From an optimization exercise on the open Yosys and OpenROAD flow, aimed at small area and a short achievable clock period; shortcuts taken in it are not production practice. In this exercise RTL edits were held to simulation tests only and were not proved equivalent to the original. Power is estimated from default activity; no workload was simulated.

**run.sh**
```bash
#!/bin/bash
# synth_recipe.tcl (not shown) runs the flow's synth.tcl, then flattens the netlist and writes it again
# the make line also repeats each setting of config.mk as NAME=value (left out here)
make -C /OpenROAD-flow-scripts/flow DESIGN_CONFIG=/design/flow/config.mk WORK_HOME=/design/flow/orfs CLKGATE_MAP_FILE= SYNTH_SCRIPT=/design/flow/synth_recipe.tcl finish
```
**config.mk**
```make
export PLATFORM = sky130hd
export DESIGN_NAME = ChecksumRTL_noparam
export DESIGN_NICKNAME = ChecksumRTL_noparam
export VERILOG_FILES = /design/flow/design.v
export SDC_FILE = /design/flow/constraint.sdc
export NUM_CORES = 4
export LEC_CHECK = 0
export CAP_MARGIN = 20
export CORE_MARGIN = 2
export CORE_UTILIZATION = 40
export CTS_BUF_LIST = sky130_fd_sc_hd__clkbuf_4
export SLEW_MARGIN = 20
export SYNTH_HIERARCHICAL = 1
```
**constraint.sdc**
```tcl
create_clock -name core_clock -period 16.0 [get_ports {clk}]
set_input_delay 3.2000 -clock core_clock [delete_from_list [all_inputs] [get_ports {clk}]]
set_output_delay 3.2000 -clock core_clock [all_outputs]
set_load 0.01 [all_outputs]
```
**design.v**
```verilog
module ChecksumRTL_noparam
(
  input  logic [0:0] clk ,
  input  logic [0:0] reset ,
  input  logic [0:0] recv__en  ,
  input  logic [127:0] recv__msg  ,
  output logic [0:0] recv__rdy  ,
  output logic [0:0] send__en  ,
  output logic [31:0] send__msg  ,
  input  logic [0:0] send__rdy
);
  logic [0:0]  full;
  logic [15:0] sum1_q, sum2_q;
  wire s1, c2;
  csa_fa u_s1 (.a(recv__msg[0]), .b(recv__msg[16]), .c(recv__msg[32]), .s(s1), .co(c2));
  wire s3, c4;
  csa_fa u_s3 (.a(recv__msg[1]), .b(recv__msg[17]), .c(recv__msg[33]), .s(s3), .co(c4));
  wire s5, c6;
  csa_fa u_s5 (.a(recv__msg[2]), .b(recv__msg[18]), .c(recv__msg[34]), .s(s5), .co(c6));
  wire s7, c8;
  csa_fa u_s7 (.a(recv__msg[3]), .b(recv__msg[19]), .c(recv__msg[35]), .s(s7), .co(c8));
  wire s9, c10;
  csa_fa u_s9 (.a(recv__msg[4]), .b(recv__msg[20]), .c(recv__msg[36]), .s(s9), .co(c10));
  wire s11, c12;
  csa_fa u_s11 (.a(recv__msg[5]), .b(recv__msg[21]), .c(recv__msg[37]), .s(s11), .co(c12));
  wire s13, c14;
  csa_fa u_s13 (.a(recv__msg[6]), .b(recv__msg[22]), .c(recv__msg[38]), .s(s13), .co(c14));
  wire s15, c16;
  csa_fa u_s15 (.a(recv__msg[7]), .b(recv__msg[23]), .c(recv__msg[39]), .s(s15), .co(c16));
  wire s17, c18;
  csa_fa u_s17 (.a(recv__msg[8]), .b(recv__msg[24]), .c(recv__msg[40]), .s(s17), .co(c18));
  wire s19, c20;
  csa_fa u_s19 (.a(recv__msg[9]), .b(recv__msg[25]), .c(recv__msg[41]), .s(s19), .co(c20));
  wire s21, c22;
  csa_fa u_s21 (.a(recv__msg[10]), .b(recv__msg[26]), .c(recv__msg[42]), .s(s21), .co(c22));
  wire s23, c24;
  csa_fa u_s23 (.a(recv__msg[11]), .b(recv__msg[27]), .c(recv__msg[43]), .s(s23), .co(c24));
  wire s25, c26;
  csa_fa u_s25 (.a(recv__msg[12]), .b(recv__msg[28]), .c(recv__msg[44]), .s(s25), .co(c26));
  wire s27, c28;
  csa_fa u_s27 (.a(recv__msg[13]), .b(recv__msg[29]), .c(recv__msg[45]), .s(s27), .co(c28));
  wire s29, c30;
  csa_fa u_s29 (.a(recv__msg[14]), .b(recv__msg[30]), .c(recv__msg[46]), .s(s29), .co(c30));
  wire s31;
  assign s31 = recv__msg[15] ^ recv__msg[31] ^ recv__msg[47];
  wire s32, c33;
  csa_fa u_s32 (.a(recv__msg[48]), .b(recv__msg[64]), .c(recv__msg[80]), .s(s32), .co(c33));
  wire s34, c35;
  csa_fa u_s34 (.a(recv__msg[49]), .b(recv__msg[65]), .c(recv__msg[81]), .s(s34), .co(c35));
  wire s36, c37;
  csa_fa u_s36 (.a(recv__msg[50]), .b(recv__msg[66]), .c(recv__msg[82]), .s(s36), .co(c37));
  wire s38, c39;
  csa_fa u_s38 (.a(recv__msg[51]), .b(recv__msg[67]), .c(recv__msg[83]), .s(s38), .co(c39));
  wire s40, c41;
  csa_fa u_s40 (.a(recv__msg[52]), .b(recv__msg[68]), .c(recv__msg[84]), .s(s40), .co(c41));
  wire s42, c43;
  csa_fa u_s42 (.a(recv__msg[53]), .b(recv__msg[69]), .c(recv__msg[85]), .s(s42), .co(c43));
  wire s44, c45;
  csa_fa u_s44 (.a(recv__msg[54]), .b(recv__msg[70]), .c(recv__msg[86]), .s(s44), .co(c45));
  wire s46, c47;
  csa_fa u_s46 (.a(recv__msg[55]), .b(recv__msg[71]), .c(recv__msg[87]), .s(s46), .co(c47));
  wire s48, c49;
  csa_fa u_s48 (.a(recv__msg[56]), .b(recv__msg[72]), .c(recv__msg[88]), .s(s48), .co(c49));
  wire s50, c51;
  csa_fa u_s50 (.a(recv__msg[57]), .b(recv__msg[73]), .c(recv__msg[89]), .s(s50), .co(c51));
  wire s52, c53;
  csa_fa u_s52 (.a(recv__msg[58]), .b(recv__msg[74]), .c(recv__msg[90]), .s(s52), .co(c53));
  wire s54, c55;
  csa_fa u_s54 (.a(recv__msg[59]), .b(recv__msg[75]), .c(recv__msg[91]), .s(s54), .co(c55));
  wire s56, c57;
  csa_fa u_s56 (.a(recv__msg[60]), .b(recv__msg[76]), .c(recv__msg[92]), .s(s56), .co(c57));
  wire s58, c59;
  csa_fa u_s58 (.a(recv__msg[61]), .b(recv__msg[77]), .c(recv__msg[93]), .s(s58), .co(c59));
  wire s60, c61;
  csa_fa u_s60 (.a(recv__msg[62]), .b(recv__msg[78]), .c(recv__msg[94]), .s(s60), .co(c61));
  wire s62;
  assign s62 = recv__msg[63] ^ recv__msg[79] ^ recv__msg[95];
  wire s63, c64;
  csa_fa u_s63 (.a(recv__msg[96]), .b(recv__msg[112]), .c(s1), .s(s63), .co(c64));
  wire s65, c66;
  csa_fa u_s65 (.a(recv__msg[97]), .b(recv__msg[113]), .c(c2), .s(s65), .co(c66));
  wire s67, c68;
  csa_fa u_s67 (.a(c33), .b(s3), .c(s34), .s(s67), .co(c68));
  wire s69, c70;
  csa_fa u_s69 (.a(c64), .b(s65), .c(s67), .s(s69), .co(c70));
  wire s71, c72;
  csa_fa u_s71 (.a(recv__msg[98]), .b(recv__msg[114]), .c(c4), .s(s71), .co(c72));
  wire s73, c74;
  csa_fa u_s73 (.a(c35), .b(s5), .c(s36), .s(s73), .co(c74));
  wire s75, c76;
  csa_fa u_s75 (.a(c66), .b(c68), .c(s71), .s(s75), .co(c76));
  wire s77, c78;
  csa_fa u_s77 (.a(s73), .b(c70), .c(s75), .s(s77), .co(c78));
  wire s79, c80;
  csa_fa u_s79 (.a(recv__msg[99]), .b(recv__msg[115]), .c(c6), .s(s79), .co(c80));
  wire s81, c82;
  csa_fa u_s81 (.a(c37), .b(s7), .c(s38), .s(s81), .co(c82));
  wire s83, c84;
  csa_fa u_s83 (.a(c72), .b(c74), .c(s79), .s(s83), .co(c84));
  wire s85, c86;
  csa_fa u_s85 (.a(s81), .b(c76), .c(s83), .s(s85), .co(c86));
  wire s87, c88;
  csa_fa u_s87 (.a(recv__msg[100]), .b(recv__msg[116]), .c(c8), .s(s87), .co(c88));
  wire s89, c90;
  csa_fa u_s89 (.a(c39), .b(s9), .c(s40), .s(s89), .co(c90));
  wire s91, c92;
  csa_fa u_s91 (.a(c80), .b(c82), .c(s87), .s(s91), .co(c92));
  wire s93, c94;
  csa_fa u_s93 (.a(s89), .b(c84), .c(s91), .s(s93), .co(c94));
  wire s95, c96;
  csa_fa u_s95 (.a(recv__msg[101]), .b(recv__msg[117]), .c(c10), .s(s95), .co(c96));
  wire s97, c98;
  csa_fa u_s97 (.a(c41), .b(s11), .c(s42), .s(s97), .co(c98));
  wire s99, c100;
  csa_fa u_s99 (.a(c88), .b(c90), .c(s95), .s(s99), .co(c100));
  wire s101, c102;
  csa_fa u_s101 (.a(s97), .b(c92), .c(s99), .s(s101), .co(c102));
  wire s103, c104;
  csa_fa u_s103 (.a(recv__msg[102]), .b(recv__msg[118]), .c(c12), .s(s103), .co(c104));
  wire s105, c106;
  csa_fa u_s105 (.a(c43), .b(s13), .c(s44), .s(s105), .co(c106));
  wire s107, c108;
  csa_fa u_s107 (.a(c96), .b(c98), .c(s103), .s(s107), .co(c108));
  wire s109, c110;
  csa_fa u_s109 (.a(s105), .b(c100), .c(s107), .s(s109), .co(c110));
  wire s111, c112;
  csa_fa u_s111 (.a(recv__msg[103]), .b(recv__msg[119]), .c(c14), .s(s111), .co(c112));
  wire s113, c114;
  csa_fa u_s113 (.a(c45), .b(s15), .c(s46), .s(s113), .co(c114));
  wire s115, c116;
  csa_fa u_s115 (.a(c104), .b(c106), .c(s111), .s(s115), .co(c116));
  wire s117, c118;
  csa_fa u_s117 (.a(s113), .b(c108), .c(s115), .s(s117), .co(c118));
  wire s119, c120;
  csa_fa u_s119 (.a(recv__msg[104]), .b(recv__msg[120]), .c(c16), .s(s119), .co(c120));
  wire s121, c122;
  csa_fa u_s121 (.a(c47), .b(s17), .c(s48), .s(s121), .co(c122));
  wire s123, c124;
  csa_fa u_s123 (.a(c112), .b(c114), .c(s119), .s(s123), .co(c124));
  wire s125, c126;
  csa_fa u_s125 (.a(s121), .b(c116), .c(s123), .s(s125), .co(c126));
  wire s127, c128;
  csa_fa u_s127 (.a(recv__msg[105]), .b(recv__msg[121]), .c(c18), .s(s127), .co(c128));
  wire s129, c130;
  csa_fa u_s129 (.a(c49), .b(s19), .c(s50), .s(s129), .co(c130));
  wire s131, c132;
  csa_fa u_s131 (.a(c120), .b(c122), .c(s127), .s(s131), .co(c132));
  wire s133, c134;
  csa_fa u_s133 (.a(s129), .b(c124), .c(s131), .s(s133), .co(c134));
  wire s135, c136;
  csa_fa u_s135 (.a(recv__msg[106]), .b(recv__msg[122]), .c(c20), .s(s135), .co(c136));
  wire s137, c138;
  csa_fa u_s137 (.a(c51), .b(s21), .c(s52), .s(s137), .co(c138));
  wire s139, c140;
  csa_fa u_s139 (.a(c128), .b(c130), .c(s135), .s(s139), .co(c140));
  wire s141, c142;
  csa_fa u_s141 (.a(s137), .b(c132), .c(s139), .s(s141), .co(c142));
  wire s143, c144;
  csa_fa u_s143 (.a(recv__msg[107]), .b(recv__msg[123]), .c(c22), .s(s143), .co(c144));
  wire s145, c146;
  csa_fa u_s145 (.a(c53), .b(s23), .c(s54), .s(s145), .co(c146));
  wire s147, c148;
  csa_fa u_s147 (.a(c136), .b(c138), .c(s143), .s(s147), .co(c148));
  wire s149, c150;
  csa_fa u_s149 (.a(s145), .b(c140), .c(s147), .s(s149), .co(c150));
  wire s151, c152;
  csa_fa u_s151 (.a(recv__msg[108]), .b(recv__msg[124]), .c(c24), .s(s151), .co(c152));
  wire s153, c154;
  csa_fa u_s153 (.a(c55), .b(s25), .c(s56), .s(s153), .co(c154));
  wire s155, c156;
  csa_fa u_s155 (.a(c144), .b(c146), .c(s151), .s(s155), .co(c156));
  wire s157, c158;
  csa_fa u_s157 (.a(s153), .b(c148), .c(s155), .s(s157), .co(c158));
  wire s159, c160;
  csa_fa u_s159 (.a(recv__msg[109]), .b(recv__msg[125]), .c(c26), .s(s159), .co(c160));
  wire s161, c162;
  csa_fa u_s161 (.a(c57), .b(s27), .c(s58), .s(s161), .co(c162));
  wire s163, c164;
  csa_fa u_s163 (.a(c152), .b(c154), .c(s159), .s(s163), .co(c164));
  wire s165, c166;
  csa_fa u_s165 (.a(s161), .b(c156), .c(s163), .s(s165), .co(c166));
  wire s167, c168;
  csa_fa u_s167 (.a(recv__msg[110]), .b(recv__msg[126]), .c(c28), .s(s167), .co(c168));
  wire s169, c170;
  csa_fa u_s169 (.a(c59), .b(s29), .c(s60), .s(s169), .co(c170));
  wire s171, c172;
  csa_fa u_s171 (.a(c160), .b(c162), .c(s167), .s(s171), .co(c172));
  wire s173, c174;
  csa_fa u_s173 (.a(s169), .b(c164), .c(s171), .s(s173), .co(c174));
  wire s175;
  assign s175 = recv__msg[111] ^ recv__msg[127] ^ c30;
  wire s176;
  assign s176 = c61 ^ s31 ^ s62;
  wire s177;
  assign s177 = c168 ^ c170 ^ s175;
  wire s178;
  assign s178 = s176 ^ c172 ^ s177;
  wire g179, p180;
  assign g179 = s32 & s63;
  assign p180 = s32 ^ s63;
  wire g181, p182;
  assign g181 = c78 & s85;
  assign p182 = c78 ^ s85;
  wire g183, p184;
  assign g183 = c86 & s93;
  assign p184 = c86 ^ s93;
  wire g185, p186;
  assign g185 = c94 & s101;
  assign p186 = c94 ^ s101;
  wire g187, p188;
  assign g187 = c102 & s109;
  assign p188 = c102 ^ s109;
  wire g189, p190;
  assign g189 = c110 & s117;
  assign p190 = c110 ^ s117;
  wire g191, p192;
  assign g191 = c118 & s125;
  assign p192 = c118 ^ s125;
  wire g193, p194;
  assign g193 = c126 & s133;
  assign p194 = c126 ^ s133;
  wire g195, p196;
  assign g195 = c134 & s141;
  assign p196 = c134 ^ s141;
  wire g197, p198;
  assign g197 = c142 & s149;
  assign p198 = c142 ^ s149;
  wire g199, p200;
  assign g199 = c150 & s157;
  assign p200 = c150 ^ s157;
  wire g201, p202;
  assign g201 = c158 & s165;
  assign p202 = c158 ^ s165;
  wire g203, p204;
  assign g203 = c166 & s173;
  assign p204 = c166 ^ s173;
  wire g205, p206;
  assign g205 = c174 & s178;
  assign p206 = c174 ^ s178;
  wire [15:0] s1_p = {p206, p204, p202, p200, p198, p196, p194, p192, p190, p188, p186, p184, p182, s77, s69, p180};
  wire s1_G1_1 = 1'b0 | (s1_p[1] & g179);
  wire s1_G1_3 = g181 | (s1_p[3] & 1'b0);
  wire s1_P1_3 = s1_p[3] & s1_p[2];
  wire s1_G1_5 = g185 | (s1_p[5] & g183);
  wire s1_P1_5 = s1_p[5] & s1_p[4];
  wire s1_G1_7 = g189 | (s1_p[7] & g187);
  wire s1_P1_7 = s1_p[7] & s1_p[6];
  wire s1_G1_9 = g193 | (s1_p[9] & g191);
  wire s1_P1_9 = s1_p[9] & s1_p[8];
  wire s1_G1_11 = g197 | (s1_p[11] & g195);
  wire s1_P1_11 = s1_p[11] & s1_p[10];
  wire s1_G1_13 = g201 | (s1_p[13] & g199);
  wire s1_P1_13 = s1_p[13] & s1_p[12];
  wire s1_G1_15 = g205 | (s1_p[15] & g203);
  wire s1_P1_15 = s1_p[15] & s1_p[14];
  wire s1_G2_2 = 1'b0 | (s1_p[2] & s1_G1_1);
  wire s1_G2_3 = s1_G1_3 | (s1_P1_3 & s1_G1_1);
  wire s1_G2_6 = g187 | (s1_p[6] & s1_G1_5);
  wire s1_P2_6 = s1_p[6] & s1_P1_5;
  wire s1_G2_7 = s1_G1_7 | (s1_P1_7 & s1_G1_5);
  wire s1_P2_7 = s1_P1_7 & s1_P1_5;
  wire s1_G2_10 = g195 | (s1_p[10] & s1_G1_9);
  wire s1_P2_10 = s1_p[10] & s1_P1_9;
  wire s1_G2_11 = s1_G1_11 | (s1_P1_11 & s1_G1_9);
  wire s1_P2_11 = s1_P1_11 & s1_P1_9;
  wire s1_G2_14 = g203 | (s1_p[14] & s1_G1_13);
  wire s1_P2_14 = s1_p[14] & s1_P1_13;
  wire s1_G2_15 = s1_G1_15 | (s1_P1_15 & s1_G1_13);
  wire s1_P2_15 = s1_P1_15 & s1_P1_13;
  wire s1_G3_4 = g183 | (s1_p[4] & s1_G2_3);
  wire s1_G3_5 = s1_G1_5 | (s1_P1_5 & s1_G2_3);
  wire s1_G3_6 = s1_G2_6 | (s1_P2_6 & s1_G2_3);
  wire s1_G3_7 = s1_G2_7 | (s1_P2_7 & s1_G2_3);
  wire s1_G3_12 = g199 | (s1_p[12] & s1_G2_11);
  wire s1_P3_12 = s1_p[12] & s1_P2_11;
  wire s1_G3_13 = s1_G1_13 | (s1_P1_13 & s1_G2_11);
  wire s1_P3_13 = s1_P1_13 & s1_P2_11;
  wire s1_G3_14 = s1_G2_14 | (s1_P2_14 & s1_G2_11);
  wire s1_P3_14 = s1_P2_14 & s1_P2_11;
  wire s1_G3_15 = s1_G2_15 | (s1_P2_15 & s1_G2_11);
  wire s1_P3_15 = s1_P2_15 & s1_P2_11;
  wire s1_G4_8 = g191 | (s1_p[8] & s1_G3_7);
  wire s1_G4_9 = s1_G1_9 | (s1_P1_9 & s1_G3_7);
  wire s1_G4_10 = s1_G2_10 | (s1_P2_10 & s1_G3_7);
  wire s1_G4_11 = s1_G2_11 | (s1_P2_11 & s1_G3_7);
  wire s1_G4_12 = s1_G3_12 | (s1_P3_12 & s1_G3_7);
  wire s1_G4_13 = s1_G3_13 | (s1_P3_13 & s1_G3_7);
  wire s1_G4_14 = s1_G3_14 | (s1_P3_14 & s1_G3_7);
  wire s1_G4_15 = s1_G3_15 | (s1_P3_15 & s1_G3_7);
  wire [15:0] s1_r;
  assign s1_r[0] = s1_p[0];
  assign s1_r[1] = s1_p[1] ^ g179;
  assign s1_r[2] = s1_p[2] ^ s1_G1_1;
  assign s1_r[3] = s1_p[3] ^ s1_G2_2;
  assign s1_r[4] = s1_p[4] ^ s1_G2_3;
  assign s1_r[5] = s1_p[5] ^ s1_G3_4;
  assign s1_r[6] = s1_p[6] ^ s1_G3_5;
  assign s1_r[7] = s1_p[7] ^ s1_G3_6;
  assign s1_r[8] = s1_p[8] ^ s1_G3_7;
  assign s1_r[9] = s1_p[9] ^ s1_G4_8;
  assign s1_r[10] = s1_p[10] ^ s1_G4_9;
  assign s1_r[11] = s1_p[11] ^ s1_G4_10;
  assign s1_r[12] = s1_p[12] ^ s1_G4_11;
  assign s1_r[13] = s1_p[13] ^ s1_G4_12;
  assign s1_r[14] = s1_p[14] ^ s1_G4_13;
  assign s1_r[15] = s1_p[15] ^ s1_G4_14;
  wire ni207;
  assign ni207 = ~recv__msg[48];
  wire s208, c209;
  csa_fa u_s208 (.a(recv__msg[16]), .b(ni207), .c(recv__msg[80]), .s(s208), .co(c209));
  wire s210, c211;
  csa_fa u_s210 (.a(recv__msg[17]), .b(recv__msg[32]), .c(recv__msg[81]), .s(s210), .co(c211));
  wire s212, c213;
  csa_fa u_s212 (.a(recv__msg[49]), .b(recv__msg[96]), .c(recv__msg[113]), .s(s212), .co(c213));
  wire ni214;
  assign ni214 = ~s212;
  wire s215, c216;
  csa_fa u_s215 (.a(s210), .b(ni214), .c(c209), .s(s215), .co(c216));
  wire s217, c218;
  csa_fa u_s217 (.a(recv__msg[18]), .b(recv__msg[33]), .c(recv__msg[82]), .s(s217), .co(c218));
  wire s219, c220;
  csa_fa u_s219 (.a(recv__msg[50]), .b(recv__msg[97]), .c(recv__msg[114]), .s(s219), .co(c220));
  wire s221, c222;
  csa_fa u_s221 (.a(c213), .b(s32), .c(s219), .s(s221), .co(c222));
  wire s223, c224;
  csa_fa u_s223 (.a(c211), .b(s217), .c(c216), .s(s223), .co(c224));
  wire s225;
  assign s225 = s221 ^ ~s223;
  wire c226;
  assign c226 = s221 | ~s223;
  wire s227, c228;
  csa_fa u_s227 (.a(recv__msg[19]), .b(recv__msg[34]), .c(recv__msg[83]), .s(s227), .co(c228));
  wire s229, c230;
  csa_fa u_s229 (.a(recv__msg[51]), .b(recv__msg[98]), .c(recv__msg[115]), .s(s229), .co(c230));
  wire s231, c232;
  csa_fa u_s231 (.a(c33), .b(c220), .c(s1), .s(s231), .co(c232));
  wire ni233;
  assign ni233 = ~s34;
  wire s234, c235;
  csa_fa u_s234 (.a(c218), .b(ni233), .c(s227), .s(s234), .co(c235));
  wire s236, c237;
  csa_fa u_s236 (.a(s229), .b(c222), .c(s231), .s(s236), .co(c237));
  wire ni238;
  assign ni238 = ~s236;
  wire s239, c240;
  csa_fa u_s239 (.a(s234), .b(c224), .c(ni238), .s(s239), .co(c240));
  wire s241, c242;
  csa_fa u_s241 (.a(recv__msg[20]), .b(recv__msg[35]), .c(recv__msg[84]), .s(s241), .co(c242));
  wire s243, c244;
  csa_fa u_s243 (.a(recv__msg[52]), .b(recv__msg[99]), .c(recv__msg[116]), .s(s243), .co(c244));
  wire s245, c246;
  csa_fa u_s245 (.a(c2), .b(c35), .c(c230), .s(s245), .co(c246));
  wire s247, c248;
  csa_fa u_s247 (.a(s3), .b(s36), .c(s243), .s(s247), .co(c248));
  wire s249, c250;
  csa_fa u_s249 (.a(c232), .b(s245), .c(s247), .s(s249), .co(c250));
  wire s251, c252;
  csa_fa u_s251 (.a(c228), .b(s241), .c(c235), .s(s251), .co(c252));
  wire ni253;
  assign ni253 = ~s251;
  wire s254, c255;
  csa_fa u_s254 (.a(c237), .b(s249), .c(ni253), .s(s254), .co(c255));
  wire s256, c257;
  csa_fa u_s256 (.a(recv__msg[21]), .b(recv__msg[36]), .c(recv__msg[85]), .s(s256), .co(c257));
  wire s258, c259;
  csa_fa u_s258 (.a(recv__msg[53]), .b(recv__msg[100]), .c(recv__msg[117]), .s(s258), .co(c259));
  wire s260, c261;
  csa_fa u_s260 (.a(c4), .b(c37), .c(c244), .s(s260), .co(c261));
  wire s262, c263;
  csa_fa u_s262 (.a(s5), .b(s38), .c(s258), .s(s262), .co(c263));
  wire s264, c265;
  csa_fa u_s264 (.a(c246), .b(c248), .c(s260), .s(s264), .co(c265));
  wire ni266;
  assign ni266 = ~s262;
  wire s267, c268;
  csa_fa u_s267 (.a(c242), .b(s256), .c(ni266), .s(s267), .co(c268));
  wire ni269;
  assign ni269 = ~c252;
  wire s270, c271;
  csa_fa u_s270 (.a(c250), .b(s264), .c(ni269), .s(s270), .co(c271));
  wire ni272;
  assign ni272 = ~s267;
  wire s273, c274;
  csa_fa u_s273 (.a(ni272), .b(c255), .c(s270), .s(s273), .co(c274));
  wire s275, c276;
  csa_fa u_s275 (.a(recv__msg[22]), .b(recv__msg[37]), .c(recv__msg[86]), .s(s275), .co(c276));
  wire s277, c278;
  csa_fa u_s277 (.a(recv__msg[54]), .b(recv__msg[101]), .c(recv__msg[118]), .s(s277), .co(c278));
  wire s279, c280;
  csa_fa u_s279 (.a(c6), .b(c39), .c(c259), .s(s279), .co(c280));
  wire s281, c282;
  csa_fa u_s281 (.a(s7), .b(s40), .c(s277), .s(s281), .co(c282));
  wire s283, c284;
  csa_fa u_s283 (.a(c261), .b(c263), .c(s279), .s(s283), .co(c284));
  wire ni285;
  assign ni285 = ~s281;
  wire s286, c287;
  csa_fa u_s286 (.a(c257), .b(s275), .c(ni285), .s(s286), .co(c287));
  wire ni288;
  assign ni288 = ~c268;
  wire s289, c290;
  csa_fa u_s289 (.a(c265), .b(s283), .c(ni288), .s(s289), .co(c290));
  wire ni291;
  assign ni291 = ~s286;
  wire s292, c293;
  csa_fa u_s292 (.a(ni291), .b(c271), .c(s289), .s(s292), .co(c293));
  wire s294, c295;
  csa_fa u_s294 (.a(recv__msg[23]), .b(recv__msg[38]), .c(recv__msg[87]), .s(s294), .co(c295));
  wire s296, c297;
  csa_fa u_s296 (.a(recv__msg[55]), .b(recv__msg[102]), .c(recv__msg[119]), .s(s296), .co(c297));
  wire s298, c299;
  csa_fa u_s298 (.a(c8), .b(c41), .c(c278), .s(s298), .co(c299));
  wire s300, c301;
  csa_fa u_s300 (.a(s9), .b(s42), .c(s296), .s(s300), .co(c301));
  wire s302, c303;
  csa_fa u_s302 (.a(c280), .b(c282), .c(s298), .s(s302), .co(c303));
  wire ni304;
  assign ni304 = ~s300;
  wire s305, c306;
  csa_fa u_s305 (.a(c276), .b(s294), .c(ni304), .s(s305), .co(c306));
  wire ni307;
  assign ni307 = ~c287;
  wire s308, c309;
  csa_fa u_s308 (.a(c284), .b(s302), .c(ni307), .s(s308), .co(c309));
  wire ni310;
  assign ni310 = ~s305;
  wire s311, c312;
  csa_fa u_s311 (.a(ni310), .b(c290), .c(s308), .s(s311), .co(c312));
  wire s313, c314;
  csa_fa u_s313 (.a(recv__msg[24]), .b(recv__msg[39]), .c(recv__msg[88]), .s(s313), .co(c314));
  wire s315, c316;
  csa_fa u_s315 (.a(recv__msg[56]), .b(recv__msg[103]), .c(recv__msg[120]), .s(s315), .co(c316));
  wire s317, c318;
  csa_fa u_s317 (.a(c10), .b(c43), .c(c297), .s(s317), .co(c318));
  wire s319, c320;
  csa_fa u_s319 (.a(s11), .b(s44), .c(s315), .s(s319), .co(c320));
  wire s321, c322;
  csa_fa u_s321 (.a(c299), .b(c301), .c(s317), .s(s321), .co(c322));
  wire ni323;
  assign ni323 = ~s319;
  wire s324, c325;
  csa_fa u_s324 (.a(c295), .b(s313), .c(ni323), .s(s324), .co(c325));
  wire ni326;
  assign ni326 = ~c306;
  wire s327, c328;
  csa_fa u_s327 (.a(c303), .b(s321), .c(ni326), .s(s327), .co(c328));
  wire ni329;
  assign ni329 = ~s324;
  wire s330, c331;
  csa_fa u_s330 (.a(ni329), .b(c309), .c(s327), .s(s330), .co(c331));
  wire s332, c333;
  csa_fa u_s332 (.a(recv__msg[25]), .b(recv__msg[40]), .c(recv__msg[89]), .s(s332), .co(c333));
  wire s334, c335;
  csa_fa u_s334 (.a(recv__msg[57]), .b(recv__msg[104]), .c(recv__msg[121]), .s(s334), .co(c335));
  wire s336, c337;
  csa_fa u_s336 (.a(c12), .b(c45), .c(c316), .s(s336), .co(c337));
  wire s338, c339;
  csa_fa u_s338 (.a(s13), .b(s46), .c(s334), .s(s338), .co(c339));
  wire s340, c341;
  csa_fa u_s340 (.a(c318), .b(c320), .c(s336), .s(s340), .co(c341));
  wire ni342;
  assign ni342 = ~s338;
  wire s343, c344;
  csa_fa u_s343 (.a(c314), .b(s332), .c(ni342), .s(s343), .co(c344));
  wire ni345;
  assign ni345 = ~c325;
  wire s346, c347;
  csa_fa u_s346 (.a(c322), .b(s340), .c(ni345), .s(s346), .co(c347));
  wire ni348;
  assign ni348 = ~s343;
  wire s349, c350;
  csa_fa u_s349 (.a(ni348), .b(c328), .c(s346), .s(s349), .co(c350));
  wire s351, c352;
  csa_fa u_s351 (.a(recv__msg[26]), .b(recv__msg[41]), .c(recv__msg[90]), .s(s351), .co(c352));
  wire s353, c354;
  csa_fa u_s353 (.a(recv__msg[58]), .b(recv__msg[105]), .c(recv__msg[122]), .s(s353), .co(c354));
  wire s355, c356;
  csa_fa u_s355 (.a(c14), .b(c47), .c(c335), .s(s355), .co(c356));
  wire s357, c358;
  csa_fa u_s357 (.a(s15), .b(s48), .c(s353), .s(s357), .co(c358));
  wire s359, c360;
  csa_fa u_s359 (.a(c337), .b(c339), .c(s355), .s(s359), .co(c360));
  wire ni361;
  assign ni361 = ~s357;
  wire s362, c363;
  csa_fa u_s362 (.a(c333), .b(s351), .c(ni361), .s(s362), .co(c363));
  wire ni364;
  assign ni364 = ~c344;
  wire s365, c366;
  csa_fa u_s365 (.a(c341), .b(s359), .c(ni364), .s(s365), .co(c366));
  wire ni367;
  assign ni367 = ~s362;
  wire s368, c369;
  csa_fa u_s368 (.a(ni367), .b(c347), .c(s365), .s(s368), .co(c369));
  wire s370, c371;
  csa_fa u_s370 (.a(recv__msg[27]), .b(recv__msg[42]), .c(recv__msg[91]), .s(s370), .co(c371));
  wire s372, c373;
  csa_fa u_s372 (.a(recv__msg[59]), .b(recv__msg[106]), .c(recv__msg[123]), .s(s372), .co(c373));
  wire s374, c375;
  csa_fa u_s374 (.a(c16), .b(c49), .c(c354), .s(s374), .co(c375));
  wire s376, c377;
  csa_fa u_s376 (.a(s17), .b(s50), .c(s372), .s(s376), .co(c377));
  wire s378, c379;
  csa_fa u_s378 (.a(c356), .b(c358), .c(s374), .s(s378), .co(c379));
  wire ni380;
  assign ni380 = ~s376;
  wire s381, c382;
  csa_fa u_s381 (.a(c352), .b(s370), .c(ni380), .s(s381), .co(c382));
  wire ni383;
  assign ni383 = ~c363;
  wire s384, c385;
  csa_fa u_s384 (.a(c360), .b(s378), .c(ni383), .s(s384), .co(c385));
  wire ni386;
  assign ni386 = ~s381;
  wire s387, c388;
  csa_fa u_s387 (.a(ni386), .b(c366), .c(s384), .s(s387), .co(c388));
  wire s389, c390;
  csa_fa u_s389 (.a(recv__msg[28]), .b(recv__msg[43]), .c(recv__msg[92]), .s(s389), .co(c390));
  wire s391, c392;
  csa_fa u_s391 (.a(recv__msg[60]), .b(recv__msg[107]), .c(recv__msg[124]), .s(s391), .co(c392));
  wire s393, c394;
  csa_fa u_s393 (.a(c18), .b(c51), .c(c373), .s(s393), .co(c394));
  wire s395, c396;
  csa_fa u_s395 (.a(s19), .b(s52), .c(s391), .s(s395), .co(c396));
  wire s397, c398;
  csa_fa u_s397 (.a(c375), .b(c377), .c(s393), .s(s397), .co(c398));
  wire ni399;
  assign ni399 = ~s395;
  wire s400, c401;
  csa_fa u_s400 (.a(c371), .b(s389), .c(ni399), .s(s400), .co(c401));
  wire ni402;
  assign ni402 = ~c382;
  wire s403, c404;
  csa_fa u_s403 (.a(c379), .b(s397), .c(ni402), .s(s403), .co(c404));
  wire ni405;
  assign ni405 = ~s400;
  wire s406, c407;
  csa_fa u_s406 (.a(ni405), .b(c385), .c(s403), .s(s406), .co(c407));
  wire s408, c409;
  csa_fa u_s408 (.a(recv__msg[29]), .b(recv__msg[44]), .c(recv__msg[93]), .s(s408), .co(c409));
  wire s410, c411;
  csa_fa u_s410 (.a(recv__msg[61]), .b(recv__msg[108]), .c(recv__msg[125]), .s(s410), .co(c411));
  wire s412, c413;
  csa_fa u_s412 (.a(c20), .b(c53), .c(c392), .s(s412), .co(c413));
  wire s414, c415;
  csa_fa u_s414 (.a(s21), .b(s54), .c(s410), .s(s414), .co(c415));
  wire s416, c417;
  csa_fa u_s416 (.a(c394), .b(c396), .c(s412), .s(s416), .co(c417));
  wire ni418;
  assign ni418 = ~s414;
  wire s419, c420;
  csa_fa u_s419 (.a(c390), .b(s408), .c(ni418), .s(s419), .co(c420));
  wire ni421;
  assign ni421 = ~c401;
  wire s422, c423;
  csa_fa u_s422 (.a(c398), .b(s416), .c(ni421), .s(s422), .co(c423));
  wire ni424;
  assign ni424 = ~s419;
  wire s425, c426;
  csa_fa u_s425 (.a(ni424), .b(c404), .c(s422), .s(s425), .co(c426));
  wire s427, c428;
  csa_fa u_s427 (.a(recv__msg[30]), .b(recv__msg[45]), .c(recv__msg[94]), .s(s427), .co(c428));
  wire s429, c430;
  csa_fa u_s429 (.a(recv__msg[62]), .b(recv__msg[109]), .c(recv__msg[126]), .s(s429), .co(c430));
  wire s431, c432;
  csa_fa u_s431 (.a(c22), .b(c55), .c(c411), .s(s431), .co(c432));
  wire s433, c434;
  csa_fa u_s433 (.a(s23), .b(s56), .c(s429), .s(s433), .co(c434));
  wire s435, c436;
  csa_fa u_s435 (.a(c413), .b(c415), .c(s431), .s(s435), .co(c436));
  wire ni437;
  assign ni437 = ~s433;
  wire s438, c439;
  csa_fa u_s438 (.a(c409), .b(s427), .c(ni437), .s(s438), .co(c439));
  wire ni440;
  assign ni440 = ~c420;
  wire s441, c442;
  csa_fa u_s441 (.a(c417), .b(s435), .c(ni440), .s(s441), .co(c442));
  wire ni443;
  assign ni443 = ~s438;
  wire s444, c445;
  csa_fa u_s444 (.a(ni443), .b(c423), .c(s441), .s(s444), .co(c445));
  wire s446;
  assign s446 = recv__msg[31] ^ recv__msg[46] ^ recv__msg[95];
  wire s447;
  assign s447 = recv__msg[63] ^ recv__msg[110] ^ recv__msg[127];
  wire s448;
  assign s448 = c24 ^ c57 ^ c430;
  wire s449;
  assign s449 = s25 ^ s58 ^ s447;
  wire s450;
  assign s450 = c432 ^ c434 ^ s448;
  wire s451;
  assign s451 = c428 ^ s446 ^ s449;
  wire s452;
  assign s452 = c436 ^ s450 ^ s451;
  wire s453;
  assign s453 = c439 ^ s452 ^ c442;
  wire g454, p455;
  assign g454 = recv__msg[112] & ~s208;
  assign p455 = recv__msg[112] ^ ~s208;
  wire g456, p457;
  assign g456 = c226 & ~s239;
  assign p457 = c226 ^ ~s239;
  wire g458, p459;
  assign g458 = ~c240 & s254;
  assign p459 = ~c240 ^ s254;
  wire g460, p461;
  assign g460 = c274 & s292;
  assign p461 = c274 ^ s292;
  wire g462, p463;
  assign g462 = c293 & s311;
  assign p463 = c293 ^ s311;
  wire g464, p465;
  assign g464 = c312 & s330;
  assign p465 = c312 ^ s330;
  wire g466, p467;
  assign g466 = c331 & s349;
  assign p467 = c331 ^ s349;
  wire g468, p469;
  assign g468 = c350 & s368;
  assign p469 = c350 ^ s368;
  wire g470, p471;
  assign g470 = c369 & s387;
  assign p471 = c369 ^ s387;
  wire g472, p473;
  assign g472 = c388 & s406;
  assign p473 = c388 ^ s406;
  wire g474, p475;
  assign g474 = c407 & s425;
  assign p475 = c407 ^ s425;
  wire g476, p477;
  assign g476 = c426 & s444;
  assign p477 = c426 ^ s444;
  wire g478, p479;
  assign g478 = ~s453 & c445;
  assign p479 = ~s453 ^ c445;
  wire [15:0] s2_p = {p479, p477, p475, p473, p471, p469, p467, p465, p463, p461, s273, p459, p457, ~s225, ~s215, p455};
  wire s2_G1_1 = 1'b0 | (s2_p[1] & g454);
  wire s2_G1_3 = g456 | (s2_p[3] & 1'b0);
  wire s2_P1_3 = s2_p[3] & s2_p[2];
  wire s2_G1_5 = 1'b0 | (s2_p[5] & g458);
  wire s2_P1_5 = s2_p[5] & s2_p[4];
  wire s2_G1_7 = g462 | (s2_p[7] & g460);
  wire s2_P1_7 = s2_p[7] & s2_p[6];
  wire s2_G1_9 = g466 | (s2_p[9] & g464);
  wire s2_P1_9 = s2_p[9] & s2_p[8];
  wire s2_G1_11 = g470 | (s2_p[11] & g468);
  wire s2_P1_11 = s2_p[11] & s2_p[10];
  wire s2_G1_13 = g474 | (s2_p[13] & g472);
  wire s2_P1_13 = s2_p[13] & s2_p[12];
  wire s2_G1_15 = g478 | (s2_p[15] & g476);
  wire s2_P1_15 = s2_p[15] & s2_p[14];
  wire s2_G2_2 = 1'b0 | (s2_p[2] & s2_G1_1);
  wire s2_G2_3 = s2_G1_3 | (s2_P1_3 & s2_G1_1);
  wire s2_G2_6 = g460 | (s2_p[6] & s2_G1_5);
  wire s2_P2_6 = s2_p[6] & s2_P1_5;
  wire s2_G2_7 = s2_G1_7 | (s2_P1_7 & s2_G1_5);
  wire s2_P2_7 = s2_P1_7 & s2_P1_5;
  wire s2_G2_10 = g468 | (s2_p[10] & s2_G1_9);
  wire s2_P2_10 = s2_p[10] & s2_P1_9;
  wire s2_G2_11 = s2_G1_11 | (s2_P1_11 & s2_G1_9);
  wire s2_P2_11 = s2_P1_11 & s2_P1_9;
  wire s2_G2_14 = g476 | (s2_p[14] & s2_G1_13);
  wire s2_P2_14 = s2_p[14] & s2_P1_13;
  wire s2_G2_15 = s2_G1_15 | (s2_P1_15 & s2_G1_13);
  wire s2_P2_15 = s2_P1_15 & s2_P1_13;
  wire s2_G3_4 = g458 | (s2_p[4] & s2_G2_3);
  wire s2_G3_5 = s2_G1_5 | (s2_P1_5 & s2_G2_3);
  wire s2_G3_6 = s2_G2_6 | (s2_P2_6 & s2_G2_3);
  wire s2_G3_7 = s2_G2_7 | (s2_P2_7 & s2_G2_3);
  wire s2_G3_12 = g472 | (s2_p[12] & s2_G2_11);
  wire s2_P3_12 = s2_p[12] & s2_P2_11;
  wire s2_G3_13 = s2_G1_13 | (s2_P1_13 & s2_G2_11);
  wire s2_P3_13 = s2_P1_13 & s2_P2_11;
  wire s2_G3_14 = s2_G2_14 | (s2_P2_14 & s2_G2_11);
  wire s2_P3_14 = s2_P2_14 & s2_P2_11;
  wire s2_G3_15 = s2_G2_15 | (s2_P2_15 & s2_G2_11);
  wire s2_P3_15 = s2_P2_15 & s2_P2_11;
  wire s2_G4_8 = g464 | (s2_p[8] & s2_G3_7);
  wire s2_G4_9 = s2_G1_9 | (s2_P1_9 & s2_G3_7);
  wire s2_G4_10 = s2_G2_10 | (s2_P2_10 & s2_G3_7);
  wire s2_G4_11 = s2_G2_11 | (s2_P2_11 & s2_G3_7);
  wire s2_G4_12 = s2_G3_12 | (s2_P3_12 & s2_G3_7);
  wire s2_G4_13 = s2_G3_13 | (s2_P3_13 & s2_G3_7);
  wire s2_G4_14 = s2_G3_14 | (s2_P3_14 & s2_G3_7);
  wire s2_G4_15 = s2_G3_15 | (s2_P3_15 & s2_G3_7);
  wire [15:0] s2_r;
  assign s2_r[0] = s2_p[0];
  assign s2_r[1] = s2_p[1] ^ g454;
  assign s2_r[2] = s2_p[2] ^ s2_G1_1;
  assign s2_r[3] = s2_p[3] ^ s2_G2_2;
  assign s2_r[4] = s2_p[4] ^ s2_G2_3;
  assign s2_r[5] = s2_p[5] ^ s2_G3_4;
  assign s2_r[6] = s2_p[6] ^ s2_G3_5;
  assign s2_r[7] = s2_p[7] ^ s2_G3_6;
  assign s2_r[8] = s2_p[8] ^ s2_G3_7;
  assign s2_r[9] = s2_p[9] ^ s2_G4_8;
  assign s2_r[10] = s2_p[10] ^ s2_G4_9;
  assign s2_r[11] = s2_p[11] ^ s2_G4_10;
  assign s2_r[12] = s2_p[12] ^ s2_G4_11;
  assign s2_r[13] = s2_p[13] ^ s2_G4_12;
  assign s2_r[14] = s2_p[14] ^ s2_G4_13;
  assign s2_r[15] = s2_p[15] ^ s2_G4_14;
  assign send__en  = full & ~reset & send__rdy;
  assign recv__rdy = ~reset & (~full | send__en);
  always_ff @(posedge clk) begin
    full <= ~reset & (recv__en | (full & ~send__en));
    if (recv__en) begin
      sum1_q <= s1_r;
      sum2_q <= s2_r;
    end
  end
  assign send__msg = {sum2_q, sum1_q};
endmodule
module csa_fa (input logic a, input logic b, input logic c, output logic s, output logic co);
  assign s  = a ^ b ^ c;
  assign co = (a & b) | (a & c) | (b & c);
endmodule
```
==> results of run 1 <==
registers in the layout, summed over array words and instances (netlist names):
signal	count
sum1_q	16
sum2_q	16
full	1
logic make-up (layout without fill, tap and decap cells):
| kind of cell | count (synthesis) | after routing | share of synthesized area [%] |
|---|---|---|---|
| adders and majority gates | 221 | 221 | 67.1 |
| AOI/OAI and AO/OA | 33 | 33 | 4.00 |
| and+or+nand+nor | 48 | 48 | 3.68 |
| buffers and inverters | 54 | 228 | 3.24 |
| DFF | 33 | 33 | 15.7 |
| xor gates and xnor gates | 45 | 45 | 6.30 |
per-module statistics from Yosys (local to each module, per instance):
module,copies in the design,cell area [sq um],flip-flops and latches
csa_fa,187,20.0,0
ChecksumRTL_noparam,1,2510,33
synth_stat cells, drive strengths merged:
cell type | n | share of area, %
edfxtp | 32 | 15
a21oi | 10 | 0.86
or2 | 4 | 0.40
ha | 30 | 6.0
o21ai | 6 | 0.48
nand2b | 1 | 0.10
xnor2 | 36 | 5.0
a21bo | 1 | 0.16
a41oi | 1 | 0.14
nor2 | 17 | 1.0
nand4 | 1 | 0.10
nand2 | 9 | 0.54
o21a | 3 | 0.36
a21boi | 1 | 0.12
a311oi | 1 | 0.24
nor3 | 3 | 0.24
and3b | 1 | 0.14
nand3 | 4 | 0.32
nor4 | 1 | 0.10
xor2 | 9 | 1.3
nor2b | 3 | 0.30
fa | 191 | 61
o31ai | 1 | 0.12
o2111ai | 2 | 0.38
inv | 54 | 3.2
a31oi | 4 | 0.64
o311ai | 1 | 0.26
o211ai | 2 | 0.24
dfxtp | 1 | 0.32
and3 | 1 | 0.10
and2 | 3 | 0.32
critical path, cell delays in order:
cell	delay [ps]
clkdlybuf4s50_1	480
nor2b_1	60
nor2_1	80
clkdlybuf4s50_1	540
layout make-up:
| cell class | instances | area (sq um) | share of cell area [%] |
|---|---|---|---|
| Timing Repair Buffer | 166 | 1660 | 20.1 |
| Tap cell | 211 | 264 | 3.20 |
| Sequential cell | 33 | 981 | 11.9 |
| Inverter | 54 | 203 | 2.46 |
| Clock buffer | 5 | 37.5 | 0.456 |
| Clock inverter | 3 | 22.5 | 0.273 |
| Multi-Input combinational cell | 347 | 5070 | 61.6 |
worst max-delay path by stage:
stage,depth (start not counted),from,slack (ps),endpoint
2_1_floorplan,12,recv__msg[5],8870,sum2_q[15]$_DFFE_PP_
3_3_place_gp,13,recv__msg[21],8120,sum2_q[15]$_DFFE_PP_
3_5_place_dp,15,recv__msg[21],8090,sum2_q[15]$_DFFE_PP_
4_1_cts,4,send__rdy[0],8410,recv__rdy[0]
5_1_grt,15,recv__msg[21],8300,sum2_q[15]$_DFFE_PP_
6_report,4,send__rdy[0],8430,recv__rdy[0]
power breakdown:
| group | total [uW] | switching (uW) | internal [uW] | leakage, uW |
|---|---|---|---|---|
| clock | 47.8 | 30.8 | 17.0 | 0.0000234 |
| combinational | 1680 | 891 | 790 | 0.00285 |
| sequential | 259 | 14.5 | 245 | 0.000322 |
| total | 1990 | 936 | 1050 | 0.00319 |
routing by layer:
| layer | vias to the layer above | global-route usage, % |
|---|---|---|
| li1 | 1726 | - |
| met1 | 1938 | 23.0 |
| met2 | 123 | 33.3 |
| met3 | 12 | 2.64 |
| met4 | 0 | 2.43 |
| met5 | - | 0 |
per-stage QoR:
step                      worst slack (ps)  hold WS (ps)  cell area, sq um  util, %  power, uW
after floorplan                       8870           568              6260        -       1490
after global placement                8120           585              8180     53.6       1930
after detailed placement              8090           609              8180     53.6       1970
after CTS                             8410           624              8240     54.0       2020
after global routing                  8300           674              8240     54.0       2240
final                                 8430           617              8240     54.0       1990
==> results by group, run 1 <==
Synth
  – Sequential fraction of the synthesis area: 15.7%
  – Avg Inst Size Synth: 14.4 sq um
  – Yosys warnings: 7
  – Post-synth cell types: 37
  – Syn nets: 787
  – Gate Count Post-Synth: approximately 430
  – Synthesized area: 0.00626 sq mm
  – Yosys reg bits: 33

Finish
  – Commonest cells after routing, fill and taps aside: fa_1, clkdlybuf4s50_1, inv_1
  – Post-layout net count: 960
  – Area growth from synthesis to layout: 31.7%
  – Layout Cells excl Fill: 819
  – Commonest non-fill, non-tap cell in the layout: fa_1
  – Filler cells: 1302
  – Antenna diode instance count: 0
  – Layout cells sized above 1: under 10%

Global route
  – Global-route wire length before repair: 23100 um
  – Initial antenna violation count: 0
  – GRT overflow: 0
  – Vias in the first global route: around 4700
  – Largest net degree at the start of global routing: 34
  – GRT Total Usage: between 15 and 20%

Clocking
  – CTS tree: done
  – Clk latency of the worst-skew pair: 330 ps
  – Root buf cell: clkbuf_4
  – Post-CTS Resized: 0
  – # H-tree levels: 2
  – CTS sink cnt: 33
  – Clk buf depth: 2
  – CTS Hold Bufs: 0
  – Clk slew on worst S/H paths: 100 ps
  – Setup bufs post-CTS: 0
  – Cts bufs inserted: 5

Place
  – Gpl congestion: 0.800
  – DPL Wire Length: 13100 um
  – Port bufs: 165
  – Placed Cells: between 800 and 900

Detailed routing
  – Met2 Wirelength: ~7100 um
  – DR WL/cell: 16.6 um
  – Top routing layer in use: met4
  – DRT iter0 DRCs: 77
  – DRT met1 WL: 5650 um
  – DRC violations left: 0
  – Post-route ant nets: 0
  – DR pass1 iterations: 4
  – Drt total wl: 13600 um
  – Vias: about 3800
  – Routed vias/inst: ~4.6
  – WL met3: 679 um

Setup path
  – Worst Path Required: around 13000 ps
  – Worst endpoint data arrival time: 4370 ps
  – Startpoint types: input port
  – Worst reg-to-reg path cell count: 3
  – FF-to-FF Start: full$_DFF_P_
  – CP Max Fanout: 2
  – CP endpoint kind: primary output
  – Worst reg2reg endpoint: full$_DFF_P_
  – Crit Path Category: input port to primary output
  – Reg-to-reg slack, setup: 15290 ps

Power and ir drop
  – LEAKAGE: 0.00319 uW
  – Pwr per Cell Area: ~240 mW/mm^2
  – Max rail drop VDD: 0.000168 V

Flow run
  – Max cap viols: 0

STA
  – Final Hold Vio Count: 0
  – Post-route minimum period: 7570 ps
  – Max Freq: 132 MHz
  – RSZ-0062 raised after global routing: false
  – Worst rel slew slack: 72.2%
  – Worst slew pin tran: 417 ps
  – Setup TNS: 0 ps
  – Endpoints failing setup: 0
  – Period Utilization, post-route: 47.3%
  – Max Slew Vio Count: 0
  – Worst Skew: 0 ps

Floorplanning
  – Total core area: 0.0153 sq mm
  – Die Height: 129 um
  – Die width: 129 um
  – Rows: 45
  – Die area: approximately 0.017 sq mm
  – IO Count: 166
  – Initial Util: 41.0%

Hold path
  – Hold depth: 3
  – Hold Path Class: flip-flop to flip-flop
  – HP Start: full$_DFF_P_
  – Worst hold endpoint: full$_DFF_P_

Status
  – Status: complete, no violations
==> run 2: changes to the inputs <==
--- a/config.mk
+++ b/config.mk
@@ -8,6 +8,5 @@
 export CAP_MARGIN = 20
 export CORE_MARGIN = 2
 export CORE_UTILIZATION = 40
-export CTS_BUF_LIST = sky130_fd_sc_hd__clkbuf_4
 export SLEW_MARGIN = 20
 export SYNTH_HIERARCHICAL = 1
==> results by group, run 2 <==
Status
  – Status: complete, no violations (unchanged)

Finish
  – Post-layout net count: 960 (unchanged)
  – Final Cell Area: 0.00833 sq mm (was 0.00824 sq mm)
  – Antenna diode instance count: 0 (unchanged)
  – Post-layout util: 54.6% (was 54.0%)
  – Filler cells: 1295 (was 1302)
  – Layout cells sized above 1: 3.13% (unchanged)
  – Commonest cells after routing, fill and taps aside: fa_1, clkdlybuf4s50_1, inv_1 (unchanged)
  – Area growth from synthesis to layout: 33.1% (was 31.7%)
  – Top flop regs: sum1_q x16, sum2_q x16, full x1 (unchanged)
  – Commonest non-fill, non-tap cell in the layout: fa_1 (unchanged)
  – Layout Cells excl Fill: 819 (unchanged)

Detailed routing
  – DRC violations left: 0 (unchanged)
  – Post-route ant nets: 0 (unchanged)
  – DR pass1 iterations: 4 (unchanged)
  – Drt total wl: 13600 um (about the same)
  – DRT iter0 DRCs: 103 (was 77)
  – Vias: 3780 (was 3799)
  – Routed vias/inst: 4.62 (was 4.64)
  – DR WL/cell: 16.6 um (about the same)

Setup path
  – Worst reg-to-reg path cell count: 3 (unchanged)
  – FF-to-FF Start: full$_DFF_P_ (unchanged)
  – CP peak stage delay: 560 ps (was 540 ps)
  – Worst endpoint data arrival time: 7610 ps (was 4370 ps)
  – WP buf/inv: 3 (was 2)
  – Cell mode on critical path: fa_1 (was clkdlybuf4s50_1)
  – Startpoint types: input port (unchanged)
  – CP endpoint kind: flip-flop (was primary output)
  – Worst Path Required: 16020 ps (was 12800 ps)
  – Reg-to-reg slack, setup: 15300 ps (was 15290 ps)
  – Worst-path cell chain: clkdlybuf4s50_1 > fa_1 > fa_1 > inv_1 > fa_1 > inv_1 > fa_1 > fa_1 > ha_1 > o21a_1 > o2111ai_1 > a21oi_1 > a21bo_2 > a311oi_2 > xor2_1 (was clkdlybuf4s50_1 > nor2b_1 > nor2_1 > clkdlybuf4s50_1)
  – CP delay by family, top: adder cells (was buffers and inverters)
  – CP Max Fanout: 5 (was 2)
  – Slowest cell on crit path: fa_1 (was clkdlybuf4s50_1)
  – Crit Path Category: input port to flip-flop (was input port to primary output)
  – Worst reg2reg endpoint: full$_DFF_P_ (unchanged)

STA
  – Worst Skew: 0 ps (unchanged)
  – Max Freq: 132 MHz (about the same)
  – RSZ-0062 raised after global routing: false (unchanged)
  – Worst slew pin tran: 417 ps (about the same)
  – Worst rel slew slack: 72.2% (about the same)
  – Final Hold Vio Count: 0 (unchanged)
  – Post-route minimum period: 7590 ps (was 7570 ps)
  – Endpoints failing setup: 0 (unchanged)
  – Max Slew Vio Count: 0 (unchanged)
  – Period Utilization, post-route: 47.5% (was 47.3%)
  – Setup TNS: 0 ps (unchanged)

Synth
  – Area contributors post-synth: fa_1, edfxtp_1, ha_1 (unchanged)
  – Most common cell in the netlist: fa_1 (unchanged)
  – Synth top area share: 61.1% (unchanged)
  – Top post-synthesis cells by count: fa_1, inv_1, xnor2_1 (unchanged)
  – Largest area contributor in the netlist: fa_1 (unchanged)
  – Syn nets: 787 (unchanged)
  – Post-synth ARST share: 0% (unchanged)
  – Post-synth cell types: 37 (unchanged)
  – Top_reg_cell synth: edfxtp_1 (unchanged)
  – Synthesized area: 0.00626 sq mm (unchanged)
  – Yosys reg bits: 33 (unchanged)
  – Number of enable flip-flop cells after synthesis: 32 (unchanged)
  – Yosys warnings: 7 (unchanged)
  – Avg Inst Size Synth: 14.4 sq um (unchanged)
  – Gate Count Post-Synth: 434 (unchanged)
  – Sequential fraction of the synthesis area: 15.7% (unchanged)

Hold path
  – Worst hold endpoint: full$_DFF_P_ (unchanged)
  – Hold depth: 3 (unchanged)
  – HP Start: full$_DFF_P_ (unchanged)
  – Hold Path Class: flip-flop to flip-flop (unchanged)

Power and ir drop
  – Int Pwr: 1090 uW (was 1050 uW)
  – Max rail drop VDD: 0.000170 V (was 0.000168 V)
  – Clk network pwr share: 4.6% (was 2.4%)
  – Power, Total: 2030 uW (was 1990 uW)
  – Comb pwr share: 82.6% (was 84.6%)
  – Sw Ratio: 46.2% (was 47.1%)
  – Sequential power share: 12.8% (was 13.0%)
  – Switching power: 938 uW (was 936 uW)
  – LEAKAGE: 0.00323 uW (was 0.00319 uW)
  – Pwr per Cell Area: 244 mW/mm^2 (was 241 mW/mm^2)

Clocking
  – CTS sink cnt: 33 (unchanged)
  – Setup bufs post-CTS: 0 (unchanged)
  – Post-CTS Resized: 0 (unchanged)
  – # H-tree levels: 2 (unchanged)
  – CTS tree: done (unchanged)
  – Root buf cell: clkbuf_16 (was clkbuf_4)
  – CTS Hold Bufs: 0 (unchanged)
  – Clk slew on worst S/H paths: 50 ps (was 100 ps)
  – Clk buf depth: 2 (unchanged)
  – Clk latency of the worst-skew pair: 270 ps (was 330 ps)
  – Cts bufs inserted: 5 (unchanged)

Place
  – Post-Place Cell Area: 0.00818 sq mm (unchanged)
  – Gpl congestion: 0.800 (unchanged)
  – Placed Cells: 811 (unchanged)
  – DPL Wire Length: 13100 um (unchanged)
  – Port bufs: 165 (unchanged)

Flow run
  – Max cap viols: 0 (unchanged)

Floorplanning
  – Die width: 129 um (unchanged)
  – Rows: 45 (unchanged)
  – Die area: 0.0167 sq mm (unchanged)
  – IO Count: 166 (unchanged)
  – Total core area: 0.0153 sq mm (unchanged)
  – Initial Util: 41.0% (unchanged)
  – Die Height: 129 um (unchanged)

Global route
  – Largest net degree at the start of global routing: 34 (unchanged)
  – Vias in the first global route: 4728 (was 4730)
  – GRT overflow: 0 (unchanged)
  – GRT Total Usage: 18.0% (about the same)
  – Global-route wire length before repair: 23100 um (unchanged)
  – Initial antenna violation count: 0 (unchanged)
## run 2: cell count changes in the layout (fill, tap and decap cells not counted)
cell	previous run	this run
clkbuf_16	0	5
clkbuf_4	5	0
## run 2: stage by stage
stage          worst slack, ps  hold WS, ps
2_1_floorplan             8870          568
3_3_place_gp              8120          585
3_5_place_dp              8090          609
4_1_cts                   8370          616
5_1_grt                   8200          664
6_report                  8410          610
## run 2: worst min-delay path, stage by stage (launching register included)
cell     delay (ps)
dfxtp_1         300
nor2b_1         140
nor2_1           90
nor2_1           40
## run 2: how the worst max path moves through the flow
stage	start	endpoint	slack, ps	depth (start not counted)
2_1_floorplan	recv__msg[5]	sum2_q[15]$_DFFE_PP_	8870	12
3_3_place_gp	recv__msg[21]	sum2_q[15]$_DFFE_PP_	8120	13
3_5_place_dp	recv__msg[21]	sum2_q[15]$_DFFE_PP_	8090	15
4_1_cts	recv__msg[21]	sum2_q[15]$_DFFE_PP_	8370	15
5_1_grt	recv__msg[21]	sum2_q[15]$_DFFE_PP_	8200	15
6_report	recv__msg[21]	sum2_q[15]$_DFFE_PP_	8410	15
## run 2: power by group through the flow
stage               clock [uW]  sequential [uW]  combinational, uW
floorplan                    0              280               1210
global placement             0              262               1670
detailed placement           0              263               1710
CTS                       95.8              261               1710
global route               101              264               1930
finish                    93.1              260               1680
## run 2: cells by family after synthesis
logic type | count (synthesis) | share of synthesized area (%)
AOI/OAI and AO/OA | 33 | 4.00
xor gates and xnor gates | 45 | 6.30
adders and majority gates | 221 | 67.1
buffers and inverters | 54 | 3.24
DFF | 33 | 15.7
and+or+nand+nor | 48 | 3.68
## run 2: cell type report
cell class                 count  area [sq um]  share of cell area (%)
clock inverter                 3          22.5                   0.270
tap                          211           264                    3.17
multi-input combinational    347          5070                    60.9
inverter                      54           203                    2.43
timing repair buffer         166          1660                    19.9
sequential                    33           981                    11.8
clock buffer                   5           125                    1.50
## run 2: layer usage
metal,share of wire (%),vias up,GRT usage (%)
met5,0,-,0
met4,0.94,0,2.43
met3,5.0,11,2.60
met2,53,122,33.3
met1,42,1920,23.2
li1,-,1727,-
## run 2: Yosys stat by module, one instance, submodules excluded
module	times used	area, sq um
csa_fa	187	20.0
ChecksumRTL_noparam	1	2510
==> run 3: changes to the inputs <==
--- a/config.mk
+++ b/config.mk
@@ -5,8 +5,10 @@
 export SDC_FILE = /design/flow/constraint.sdc
 export NUM_CORES = 4
 export LEC_CHECK = 0
+export ABC_AREA = 1
 export CAP_MARGIN = 20
 export CORE_MARGIN = 2
 export CORE_UTILIZATION = 40
+export CTS_BUF_LIST = sky130_fd_sc_hd__clkbuf_4
 export SLEW_MARGIN = 20
 export SYNTH_HIERARCHICAL = 1
==> results by group, run 3 <==
Status
  – Status: complete, no violations (unchanged)

Detailed routing
  – DRT iter0 DRCs: 123 (was 103)
  – Routed vias/inst: 4.54 (was 4.62)
  – Drt total wl: 15400 um (was 13600 um)
  – Post-route ant nets: 0 (unchanged)
  – DR pass1 iterations: 4 (unchanged)
  – DRC violations left: 0 (unchanged)
  – DR WL/cell: 15.7 um (was 16.6 um)
  – Vias: 4452 (was 3780)

Power and ir drop
  – Power, Total: 1940 uW (was 2030 uW)
  – Pwr per Cell Area: 223 mW/mm^2 (was 244 mW/mm^2)
  – LEAKAGE: 0.00385 uW (was 0.00323 uW)
  – Max rail drop VDD: 0.000144 V (was 0.000170 V)

Hold path
  – Hold depth: 2 (was 3)
  – Hold Path Class: flip-flop to flip-flop (unchanged)
  – HP Start: full$_DFF_P_ (unchanged)
  – Worst hold endpoint: full$_DFF_P_ (unchanged)

Clocking
  – CTS tree: done (unchanged)
  – Clk buf depth: 2 (unchanged)
  – Clk latency of the worst-skew pair: 320 ps (was 270 ps)
  – Cts bufs inserted: 5 (unchanged)
  – Root buf cell: clkbuf_4 (was clkbuf_16)
  – Setup bufs post-CTS: 0 (unchanged)
  – Post-CTS Resized: 0 (unchanged)
  – CTS sink cnt: 33 (unchanged)
  – # H-tree levels: 2 (unchanged)
  – Clk slew on worst S/H paths: 100 ps (was 50 ps)
  – CTS Hold Bufs: 0 (unchanged)

Place
  – DPL Wire Length: 14800 um (was 13100 um)
  – Placed Cells: 973 (was 811)
  – Gpl congestion: 0.825 (was 0.800)
  – DP Worst Slack: 8170 ps (was 8090 ps)
  – Port bufs: 165 (unchanged)

Finish
  – Top flop regs: sum1_q x16, sum2_q x16, full x1 (unchanged)
  – Layout cells sized above 1: 1.71% (was 3.13%)
  – Filler cells: 1441 (was 1295)
  – Commonest cells after routing, fill and taps aside: fa_1, clkdlybuf4s50_1, nand2_1 (was fa_1, clkdlybuf4s50_1, inv_1)
  – Layout Cells excl Fill: 981 (was 819)
  – Area growth from synthesis to layout: 29.6% (was 33.1%)
  – Post-layout net count: 1113 (was 960)
  – Antenna diode instance count: 0 (unchanged)
  – Commonest non-fill, non-tap cell in the layout: fa_1 (unchanged)

Synth
  – Post-synth cell types: 24 (was 37)
  – Yosys reg bits: 33 (unchanged)
  – Most common cell in the netlist: fa_1 (unchanged)
  – Syn nets: 940 (was 787)
  – Gate Count Post-Synth: 587 (was 434)
  – Compound-cell area share of the yosys netlist: 2.89% (was 4.00%)
  – Avg Inst Size Synth: 11.4 sq um (was 14.4 sq um)
  – Synth Area in Simple Gates: 9.73% (was 3.68%)
  – Post-synth ARST share: 0% (unchanged)
  – Synth Area in XOR/XNOR: 3.92% (was 6.30%)
  – Largest area contributor in the netlist: fa_1 (unchanged)
  – Post-synthesis mux area share: 0% (unchanged)
  – Post-Synth Adder-Cell Area: 62.6% (was 67.1%)
  – Synth top area share: 57.0% (was 61.1%)
  – Number of enable flip-flop cells after synthesis: 32 (unchanged)
  – Area contributors post-synth: fa_1, edfxtp_1, nand2_1 (was fa_1, edfxtp_1, ha_1)
  – Top post-synthesis cells by count: fa_1, nand2_1, inv_1 (was fa_1, inv_1, xnor2_1)
  – Yosys warnings: 7 (unchanged)
  – Largest family of logic cells by synthesized area: adder cells (unchanged)
  – Sequential fraction of the synthesis area: 14.6% (was 15.7%)
  – Synthesized area: 0.00671 sq mm (was 0.00626 sq mm)
  – Top_reg_cell synth: edfxtp_1 (unchanged)

Setup path
  – Worst reg-to-reg path cell count: 2 (was 3)
  – Startpoint types: input port (unchanged)
  – Worst Path Required: 12800 ps (was 16020 ps)
  – Worst reg2reg endpoint: full$_DFF_P_ (unchanged)
  – FF-to-FF Start: full$_DFF_P_ (unchanged)
  – Reg-to-reg slack, setup: 15360 ps (was 15300 ps)
  – CP endpoint kind: primary output (was flip-flop)
  – CP Max Fanout: 2 (was 5)
  – Crit Path Category: input port to primary output (was input port to flip-flop)
  – Worst endpoint data arrival time: 4430 ps (was 7610 ps)

STA
  – Max Freq: 131 MHz (was 132 MHz)
  – Final Hold Vio Count: 0 (unchanged)
  – Worst rel slew slack: 68.0% (was 72.2%)
  – Worst slew pin tran: 475 ps (was 417 ps)
  – Post-route minimum period: 7630 ps (was 7590 ps)
  – Period Utilization, post-route: 47.7% (was 47.5%)
  – Setup WS post-layout: 8370 ps (was 8410 ps)
  – Max Slew Vio Count: 0 (unchanged)
  – RSZ-0062 raised after global routing: false (unchanged)
  – Setup TNS: 0 ps (unchanged)
  – Endpoints failing setup: 0 (unchanged)
  – Fin Hold WS: 515 ps (was 610 ps)
  – Worst Skew: 0 ps (unchanged)

Floorplanning
  – Rows: 47 (was 45)
  – Die area: 0.0178 sq mm (was 0.0167 sq mm)
  – Total core area: 0.0165 sq mm (was 0.0153 sq mm)
  – Die width: 134 um (was 129 um)
  – IO Count: 166 (unchanged)
  – Initial Util: 40.8% (was 41.0%)
  – Die Height: 134 um (was 129 um)

Global route
  – GRT Total Usage: 19.0% (was 18.0%)
  – GRT overflow: 0 (unchanged)
  – Vias in the first global route: 5308 (was 4728)
  – Largest net degree at the start of global routing: 34 (unchanged)
  – Global-route wire length before repair: 26700 um (was 23100 um)
  – Initial antenna violation count: 0 (unchanged)

Flow run
  – Max cap viols: 0 (unchanged)
[run 3: cell count changes after synthesis, sizes merged, moves of 4 or more]
cell / change
xor2: +8
nand2: +107
or2: -4
xnor2: -23
inv: +58
o21ai: -4
a21o: +6
nand3: +23
a21oi: +6
[run 3: layout make-up]
class	instances	area, sq um	area share (%)
Clock buffer	6	45.0	0.518
Multi-Input combinational cell	442	5310	61.0
Sequential cell	33	981	11.3
Inverter	112	420	4.83
Timing Repair Buffer	166	1660	19.1
Clock inverter	2	10.0	0.115
Tap cell	220	275	3.16
[run 3: kinds of logic after synthesis]
family                     after synthesis
AOI/OAI and AO/OA                       30
xor gates and xnor gates                30
adders and majority gates              221
buffers and inverters                  112
DFF                                     33
and+or+nand+nor                        161
[run 3: per-module statistics from Yosys (local to each module, per instance)]
module / area [sq um] / flip-flops and latches / copies in the design / cells
csa_fa: 20.0 / 0 / 187 / 1
ChecksumRTL_noparam: 2970 / 33 / 1 / 400
[run 3: power by group]
group | internal, uW | switching, uW
Combinational | 718 | 925
Sequential | 242 | 14.6
Clock | 18.4 | 26.6
[run 3: stage by stage]
| step | utilization, % | instance area (sq um) |
|---|---|---|
| after detailed placement | 52.5 | 8640 |
| after CTS | 52.8 | 8700 |
| after global placement | 52.5 | 8640 |
| after global routing | 52.8 | 8700 |
| final | 52.8 | 8700 |
| after floorplan | - | 6710 |
[run 3: critical path: stages]
cell and delay (ps):
clkdlybuf4s50_1 500, inv_1 60, a21oi_1 110, clkdlybuf4s50_1 550
[run 3: worst max-delay path by stage]
stage                        from                  end  slack (ps)  cells past startpoint
finish               send__rdy[0]         recv__rdy[0]        8370                      4
floorplan            recv__msg[2]  sum2_q[8]$_DFFE_PP_        8910                     13
detailed placement  recv__msg[52]  sum2_q[9]$_DFFE_PP_        8170                     14
CTS                  send__rdy[0]         recv__rdy[0]        8350                      4
global placement    recv__msg[18]  sum2_q[8]$_DFFE_PP_        8230                     14
global route         send__rdy[0]         recv__rdy[0]        8280                      4
[run 3: per-layer routing]
layer  track usage [%]  vias up  share of wire (%)
met5                 0        -                  0
met4              2.13        0               0.63
met3              1.64        6                3.5
met2              33.7      109                 51
met1              26.4     2209                 45
li1                  -     2128                  -
